Background: an optimization exercise with open tools, aiming at small area, a short achievable clock period and few clock cycles per item. Do not read the settings as production practice. Function was checked by simulation only, so behaviour that the tests miss may differ from the original. Power is estimated from default activity; no workload was simulated.

## LASER
module LASER (
    input CLK,
    input RST,
    input [3:0] X,
    input [3:0] Y,
    output [3:0] C1X,
    output [3:0] C1Y,
    output [3:0] C2X,
    output [3:0] C2Y,
    output DONE);
Size in the first run: roughly 9100 cells after synthesis, about 1000 flip-flops, roughly 68000 um2 of cells after synthesis.
Settings: LEC_CHECK=0, ABC_AREA=1, CAP_MARGIN=20, CORE_MARGIN=2, CORE_UTILIZATION=40, GPL_ROUTABILITY_DRIVEN=0, SETUP_SLACK_MARGIN=5.0, SLEW_MARGIN=20; clock period 8.0 ns.
run.sh (not shown) runs the stock make flow with config.mk's settings and CLKGATE_MAP_FILE= SYNTH_SCRIPT=/design/flow/synth_recipe.tcl, a recipe that flattens the netlist after the stock synthesis.
Testbench counts at the start, summed over its fixed seeds: cycles 4,670, items 48.
Change:
Settings changed: ABC_AREA 1 to default, CORE_UTILIZATION 40 to 30, GPL_ROUTABILITY_DRIVEN 0 to default.
Effect: Setup slack degrades by 0.10 ns; via count goes up by 15%; synthesized area goes up by 11%; total power goes up by 4.5%; hold slack degrades by 0.018 ns; non-clock buffer count goes up by 58; global-route usage goes down by 2.7 points; sequential power barely changes; die area goes up by 47%; register-to-register slack degrades by 0.10 ns.
Change:
Settings changed: ABC_AREA from default to 1, CORE_UTILIZATION 30 to 40, CTS_CLUSTER_DIAMETER from default to 70, CTS_CLUSTER_SIZE from default to 30, GPL_ROUTABILITY_DRIVEN from default to 0.
Register-to-register slack gets better by 0.14 ns.
Final cell count falls by a little under a tenth.
Core utilization goes up by 10 points.
Hold slack improved by 0.019 ns.

* * *

Setup of the baseline:
Starting RTL as in the previous note.
==> flow/config.mk <==
export PLATFORM = sky130hd
export DESIGN_NAME = LASER
export DESIGN_NICKNAME = LASER
export VERILOG_FILES = /design/flow/design.v
export SDC_FILE = /design/flow/constraint.sdc
export NUM_CORES = 4
export LEC_CHECK = 0
export ABC_AREA = 1
export CAP_MARGIN = 20
export CORE_MARGIN = 2
export CORE_UTILIZATION = 40
export CTS_CLUSTER_DIAMETER = 70
export CTS_CLUSTER_SIZE = 30
export SETUP_SLACK_MARGIN = 5.0
export SLEW_MARGIN = 20
==> flow/constraint.sdc <==
create_clock -name core_clock -period 8.0 [get_ports {CLK}]
set_input_delay 1.6000 -clock core_clock [delete_from_list [all_inputs] [get_ports {CLK}]]
set_output_delay 1.6000 -clock core_clock [all_outputs]
set_load 0.01 [all_outputs]
Testbench counts of the baseline, summed over its fixed seeds: cycles 4,670, items 48.
#### Input delta (the candidate over the baseline)
--- a/flow/config.mk
+++ b/flow/config.mk
@@ -8 +7,0 @@
-export ABC_AREA = 1
@@ -11,3 +10 @@
-export CORE_UTILIZATION = 40
-export CTS_CLUSTER_DIAMETER = 70
-export CTS_CLUSTER_SIZE = 30
+export CORE_UTILIZATION = 60
Notes after the runs:
Min number of nets in the synthesized netlist across the baseline and the candidate: the candidate. Per the comparison of the candidate with the baseline, final cell area excluding filler cells has increased; worst hold slack has increased. The candidate ended up with sky130_fd_sc_hd__dfxtp_1 as its master of the slowest instance on the critical path; the baseline ended up with sky130_fd_sc_hd__fa_2. Synthesized area was lower in the run labelled the baseline. Changes observed in the candidate relative to the baseline: overall routing resource usage increased 16 points, data-path buffer share of cell area in the final layout increased 0.51 points.

* * *

== P ==
LASER again, from the RTL that the note above started with.
==> flow/design.v (excerpt) <==
module LASER (
    input CLK,
    input RST,
    input [3:0] X,
    input [3:0] Y,
    output [3:0] C1X,
    output [3:0] C1Y,
    output [3:0] C2X,
    output [3:0] C2Y,
    output DONE);
clock: 8.0 ns
lec_check: 0
abc_area: 1
cap_margin: 20
core_margin: 2
core_utilization: 40
setup_slack_margin: 5.0
slew_margin: 20
No stage failed in P, and the final checks on the layout all came back clean.
Testbench counts of P, summed over its fixed seeds: cycles 4,670, items 48.
The following lists how Q was set up differently from P:
- ABC_AREA: 1 -> unset
### Flow results
Q was carried through to the last stage, and its layout satisfied the timing, design-rule and antenna checks.
Comparing Q and P, the higher global routing usage summed across all routing layers is on Q.
Compared with P, Q has less setup slack.
On post-cts repair resize count: between Q and P, it ends up higher for Q.
On post-layout instance count excluding filler cells, Q and P are neck and neck.
Taking P as the reference point, the worst-case vdd ir drop of Q rises by about 20%.
Mean cell area of the mapped netlist, Q vs P: up by more than 10%

==> afterwards: timing with drivers on the ports <==
No port has a modelled driver above. Below, the same layouts with a new extraction and two added sets of constraints.
Step 1 (the two cells are an assumption about what drives the block):
set clk [get_ports {CLK}]
set_driving_cell -lib_cell sky130_fd_sc_hd__clkbuf_16 $clk
set_driving_cell -lib_cell sky130_fd_sc_hd__buf_2 [delete_from_list [all_inputs] $clk]
Step 2, shift: input delay + t, output delay - t, t = (earliest + latest rising clock arrival at the registers) / 2. This alone moves slack from input paths to output paths.
Three values: ideal ports, drivers, drivers and shift; two values: the first two.
run | shift t [ns] | slack for setup (ns) | hold WS [ns] | worst setup path at the end
the first run of note 1 | 0.835 | 4.971 / 4.969 / 4.971 | 0.325 / 0.325 / 0.325 | register to register
the second run of note 1 | 0.902 | 4.871 / 4.871 / 4.871 | 0.308 / 0.308 / 0.308 | register to register
the third run of note 1 | 0.799 | 5.008 / 4.964 / 5.008 | 0.327 / 0.327 / 0.327 | register to register
the baseline | 0.812 | 4.983 / 4.955 / 4.983 | 0.341 / 0.341 / 0.341 | register to register
the candidate | 0.845 | 4.819 / 4.819 / 4.819 | 0.344 / 0.344 / 0.344 | register to register
P | 0.842 | 4.915 / 4.915 / 4.915 | 0.325 / 0.325 / 0.325 | register to register
Q | 0.852 | 4.880 / 4.880 / 4.880 | 0.309 / 0.309 / 0.309 | register to register
After both steps every run listed still meets setup and hold.
